What follows belongs to an exercise in optimizing a design on an open flow for small area, a short achievable clock period and few clock cycles; a production flow would make more cautious choices.
In this exercise RTL edits were held to simulation tests only and were not proved equivalent to the original.
Power is estimated from default activity; no workload was simulated.

==> flow/design.v <==
module cpu (
        input clk, rstn,
        output [31:0] imem_addr,
        input  [31:0] imem_rdata,
        output [31:0] dmem_addr,
        output [31:0] dmem_wdata,
        output        dmem_we,
        input  [31:0] dmem_rdata
    );
    reg [31:0] pc;
    reg        d_v;
    reg [31:0] d_ir, d_pc;
    reg        d_jal, d_br;    
    reg [3:0]  d_r1h, d_r2h;   
    reg [7:0]  d_r1l, d_r2l;   
    reg        d_bt;           
    reg        bt_v;
    reg [11:2] bt_tag, bt_tgt;
    reg [31:0] e_a, e_b, e_c;
    reg [4:0]  e_rd;
    reg        e_kill;      
    reg        e_wr, e_ld, e_st, e_jalr, e_pred;
    reg        e_beq, e_blt, e_bltu;
    reg        e_fa, e_fb, e_fc, e_sub, e_left, e_arith;
    reg        e_rsum, e_rand, e_ror, e_rxor, e_rsh, e_rc;
    reg [4:0]  e_shamt;
    reg        m_we, m_wr, m_ld;
    reg [4:0]  m_rd;
    reg [31:0] m_y, m_sd;
    reg [31:0] rf [1:31];
    function [32:0] add32(input [31:0] a, input [31:0] b, input ci);
        reg [31:0] g, p, t;
        integer i, d;
        begin
            t = a ^ b;
            g = a & b;
            p = t;
            g[0] = g[0] | (p[0] & ci);
            for (d = 1; d < 32; d = d * 2)
                for (i = 31; i >= d; i = i - 1) begin
                    g[i] = g[i] | (p[i] & g[i-d]);
                    p[i] = p[i] & p[i-d];
                end
            add32 = {g[31], t ^ {g[30:0], ci}};
        end
    endfunction
    assign dmem_addr  = m_y;
    assign dmem_wdata = m_sd;
    assign dmem_we    = m_we;
    wire [31:0] w_data = m_ld ? dmem_rdata : m_y;
    always @(posedge clk)
        if (m_wr) rf[m_rd] <= w_data;
    wire [4:0] op  = d_ir[6:2];
    wire [2:0] f3  = d_ir[14:12];
    wire [4:0] rs1 = d_ir[19:15];
    wire [4:0] rs2 = d_ir[24:20];
    wire [4:0] rd  = d_ir[11:7];
    wire is_r    = op == 5'b01100;
    wire is_i    = op == 5'b00100;
    wire is_ld   = op == 5'b00000;
    wire is_st   = op == 5'b01000;
    wire is_br   = op == 5'b11000;
    wire is_lui  = op == 5'b01101;
    wire is_aui  = op == 5'b00101;
    wire is_jal  = op == 5'b11011;
    wire is_jalr = op == 5'b11001;
    wire use1 = is_r | is_i | is_ld | is_st | is_br | is_jalr;
    wire use2 = is_r | is_st | is_br;
    wire wr   = (is_r | is_i | is_ld | is_lui | is_aui | is_jal | is_jalr) & (rd != 5'd0);
    wire [31:0] imm_i = {{20{d_ir[31]}}, d_ir[31:20]};
    wire [31:0] imm_s = {{20{d_ir[31]}}, d_ir[31:25], d_ir[11:7]};
    wire [31:0] imm_b = {{20{d_ir[31]}}, d_ir[7], d_ir[30:25], d_ir[11:8], 1'b0};
    wire [31:0] imm_u = {d_ir[31:12], 12'b0};
    wire [31:0] imm_j = {{12{d_ir[31]}}, d_ir[19:12], d_ir[20], d_ir[30:21], 1'b0};
    wire [31:0] pc_off = d_jal ? imm_j : d_br ? imm_b : imm_u;
    wire [31:0] pcimm  = add32(d_pc, pc_off, 1'b0);
    wire [31:0] link   = pc;
    wire [11:2] seq_lo = d_pc[11:2] + 10'd1;
    wire [12:0] lo_sum = {1'b0, d_pc[11:0]} + {1'b0, imm_b[11:0]};
    wire        bt_ok  = lo_sum[12] & (d_pc[11:2] != 10'h3ff);
    wire        pred   = is_br & d_ir[31];
    reg [31:0] rf1, rf2;
    integer i;
    always @(*) begin
        rf1 = 32'd0;
        rf2 = 32'd0;
        for (i = 1; i < 32; i = i + 1) begin
            rf1 = rf1 | ({32{d_r1h[i/8] & d_r1l[i%8]}} & rf[i]);
            rf2 = rf2 | ({32{d_r2h[i/8] & d_r2l[i%8]}} & rf[i]);
        end
    end
    wire [31:0] r1 = (m_wr && m_rd == rs1) ? w_data : rf1;
    wire [31:0] r2 = (m_wr && m_rd == rs2) ? w_data : rf2;
    wire stall = d_v & e_ld & ~e_kill & ((use1 && e_rd == rs1) || (use2 && e_rd == rs2));
    wire [31:0] a_f = e_fa ? m_y : e_a;
    wire [31:0] b_f = e_fb ? (m_y ^ {32{e_sub}}) : e_b;    
    wire [31:0] c_f = e_fc ? m_y : e_c;                     
    wire [31:0] sum   = add32(a_f, b_f, e_sub);
    wire [32:0] d_ab = add32(e_a, ~e_c, 1'b1);
    wire [32:0] d_yb = add32(m_y, ~e_c, 1'b1);
    wire [32:0] d_ay = add32(e_a, ~m_y, 1'b1);
    wire eq_ab = e_a == e_c, eq_yb = m_y == e_c, eq_ay = e_a == m_y;
    wire lu_ab = ~d_ab[32], lu_yb = ~d_yb[32], lu_ay = ~d_ay[32];
    wire ls_ab = (e_a[31] ^ e_c[31]) ? e_a[31] : lu_ab;
    wire ls_yb = (m_y[31] ^ e_c[31]) ? m_y[31] : lu_yb;
    wire ls_ay = (e_a[31] ^ m_y[31]) ? e_a[31] : lu_ay;
    wire eq  = e_fa ? (e_fc ? 1'b1 : eq_yb) : (e_fc ? eq_ay : eq_ab);
    wire ltu = e_fa ? (e_fc ? 1'b0 : lu_yb) : (e_fc ? lu_ay : lu_ab);
    wire lts = e_fa ? (e_fc ? 1'b0 : ls_yb) : (e_fc ? ls_ay : ls_ab);
    wire taken = (e_beq & eq) | (e_blt & lts) | (e_bltu & ltu);
    function [31:0] rev32(input [31:0] x);
        integer k;
        for (k = 0; k < 32; k = k + 1) rev32[k] = x[31-k];
    endfunction
    wire [31:0] sh_in = e_left ? rev32(a_f) : a_f;
    wire [32:0] sh_x  = {e_arith & a_f[31], sh_in};
    wire [32:0] sh_r  = $signed(sh_x) >>> e_shamt;
    wire [31:0] sh    = e_left ? rev32(sh_r[31:0]) : sh_r[31:0];
    wire [31:0] res = ({32{e_rsum}} & sum)
                    | ({32{e_rand}} & (a_f & b_f))
                    | ({32{e_ror}}  & (a_f | b_f))
                    | ({32{e_rxor}} & (a_f ^ b_f))
                    | ({32{e_rsh}}  & sh)
                    | ({32{e_rc}}   & e_c);
    wire        redir_ex  = ~e_kill & (e_jalr | (taken ^ e_pred));
    wire [31:0] target_ex = e_jalr ? sum : e_b;
    wire        redir_id  = d_v & ~stall & (is_jal | (pred & ~d_bt));
    wire        bt_hit    = bt_v & (pc[11:2] == bt_tag);
    assign imem_addr = pc;
    always @(posedge clk) begin
        if (!rstn)
            pc <= 32'd0;
        else if (redir_ex)
            pc <= target_ex;
        else if (redir_id)
            pc <= pcimm;
        else if (!stall)
            pc <= bt_hit ? {pc[31:12], bt_tgt, 2'b00} : pc + 32'd4;
    end
    always @(posedge clk) begin
        if (!rstn || redir_ex || redir_id)
            d_v <= 1'b0;
        else if (!stall)
            d_v <= 1'b1;
        if (!stall) begin
            d_ir <= imem_rdata;
            d_pc <= pc;
            d_jal <= imem_rdata[6:2] == 5'b11011;
            d_r1h <= 4'b0001 << imem_rdata[19:18];
            d_r1l <= 8'b00000001 << imem_rdata[17:15];
            d_r2h <= 4'b0001 << imem_rdata[24:23];
            d_r2l <= 8'b00000001 << imem_rdata[22:20];
            d_bt  <= bt_hit;
            d_br  <= imem_rdata[6:2] == 5'b11000;
        end
    end
    wire bt_wr = d_v & ~stall & pred & bt_ok;
    always @(posedge clk) begin
        if (!rstn)
            bt_v <= 1'b0;
        else if (bt_wr)
            bt_v <= 1'b1;
        if (bt_wr) begin
            bt_tag <= d_pc[11:2];
            bt_tgt <= lo_sum[11:2];
        end
    end
    wire issue = rstn & d_v & ~stall;
    wire e_fwd = e_wr & ~e_ld & ~e_kill;
    wire alt   = d_ir[30];
    always @(posedge clk) begin
        e_kill <= redir_ex;
        e_wr   <= issue & wr;
        e_ld   <= issue & is_ld & (rd != 5'd0);
        e_st   <= issue & is_st;
        e_jalr <= issue & is_jalr;
        e_pred <= issue & pred;
        e_beq  <= issue & is_br & (f3 == 3'b000);
        e_blt  <= issue & is_br & (f3 == 3'b100);
        e_bltu <= issue & is_br & (f3 == 3'b110);
        e_rd    <= rd;
        e_shamt <= rs2;
        e_fa    <= e_fwd & (e_rd == rs1);
        e_fb    <= e_fwd & (e_rd == rs2) & is_r;
        e_fc    <= e_fwd & (e_rd == rs2) & (is_st | is_br);
        e_sub   <= is_r & f3 == 3'b000 & alt;
        e_left  <= f3 == 3'b001;
        e_arith <= alt;
        e_rsum  <= is_ld | is_st | ((is_r | is_i) & f3 == 3'b000);
        e_rand  <= is_r & f3 == 3'b111;
        e_ror   <= is_r & f3 == 3'b110;
        e_rxor  <= is_r & f3 == 3'b100;
        e_rsh   <= is_i & (f3 == 3'b001 || f3 == 3'b101);
        e_rc    <= is_lui | is_aui | is_jal | is_jalr;
        e_a <= r1;
        e_b <= is_r ? (r2 ^ {32{alt}}) : is_st ? imm_s : is_br ? (pred ? (d_bt ? {d_pc[31:12], seq_lo, 2'b00} : link) : pcimm) : imm_i;
        e_c <= (is_st | is_br) ? r2 :
               is_lui ? imm_u :
               (is_jal | is_jalr) ? link : pcimm;
    end
    always @(posedge clk) begin
        m_we <= rstn & e_st & ~e_kill;
        m_wr <= rstn & e_wr & ~e_kill;
        m_ld <= e_ld;
        m_rd <= e_rd;
        m_y  <= res;
        m_sd <= c_f;
    end
endmodule
clock: 10.0 ns
lec_check: 0
cap_margin: 20
core_margin: 2
core_utilization: 50
cts_buf_list: sky130_fd_sc_hd__clkbuf_16
cts_cluster_diameter: 100
cts_cluster_size: 20
place_density: 0.6
setup_slack_margin: 5
slew_margin: 20
tns_end_percent: 0
standard.sh (not shown) runs the stock make flow with config.mk's settings and CLKGATE_MAP_FILE= SYNTH_SCRIPT=/design/flow/synth_recipe.tcl, a recipe that flattens the netlist after the stock synthesis.
==> flow/flow/run.sh <==
#!/bin/bash
# The standard layout with a deeper setup repair target (repair_timing
# -setup_margin 7), buf_4 port buffers and a clock tree without dummy loads;
# make's output goes to flow_std.log (each step's log is under orfs/logs/).
set -euo pipefail
sed -e "s/SETUP_SLACK_MARGIN=[-0-9.]*/SETUP_SLACK_MARGIN=7/" standard.sh > flow_std.sh
bash flow_std.sh "BUFFER_PORTS_ARGS=-buffer_cell sky130_fd_sc_hd__buf_4" \
  "CTS_ARGS=-sink_clustering_enable -repair_clock_nets -sink_clustering_size 20 -sink_clustering_max_diameter 100 -buf_list sky130_fd_sc_hd__clkbuf_16 -dont_use_dummy_load" \
  finish > flow_std.log 2>&1
The baseline finished with timing, DRC and antenna clean.
Testbench counts at the start, summed over its fixed seeds: cycles 189,519.
Change:
--- a/flow/config.mk
+++ b/flow/config.mk
@@ -9,3 +9,3 @@
 export CORE_MARGIN = 2
-export CORE_UTILIZATION = 50
+export CORE_UTILIZATION = 45
 export CTS_BUF_LIST = sky130_fd_sc_hd__clkbuf_16
@@ -13,3 +13,3 @@
 export CTS_CLUSTER_SIZE = 20
-export PLACE_DENSITY = 0.6
+export PLACE_DENSITY = 0.65
 export SETUP_SLACK_MARGIN = 5
Outcome: Maximum frequency goes down by 3.1%; synthesized cell count does not change; hold slack gets worse by 21 ps; final cell count goes up by 2.0%; cell area hardly moves; die area goes up by 11%; total power hardly moves; area after synthesis is unchanged.

## static timing again, ports no longer ideal
The results above use ideal ports. As a check the final layouts listed here were re-extracted and re-timed, cells and wires unchanged.
Step 1, drivers: a clkbuf_16 drives clk and a buf_2 each remaining input, both assumed.
Step 2 also shifts input and output timing later by t, the mid clock arrival at the registers, as if the neighbouring blocks saw the same clock.
a / b / c = ideal / step 1 / step 2; a / b = the first two.
run | shift t [ns] | setup slack, ns | latest minus earliest clock arrival (ns) | cell pins on the clock port's net
the first run | 0.793 | 6.075 / 6.075 / 5.738 | 0.115 / 0.115 | 1
the second run | 0.796 | 5.949 / 5.949 / 5.492 | 0.119 / 0.118 | 1
After both steps setup and hold are still met in every run listed. For the second run, which loses most, drivers alone change the setup slack by 0.000 ns; drivers and shift together by -0.457 ns.
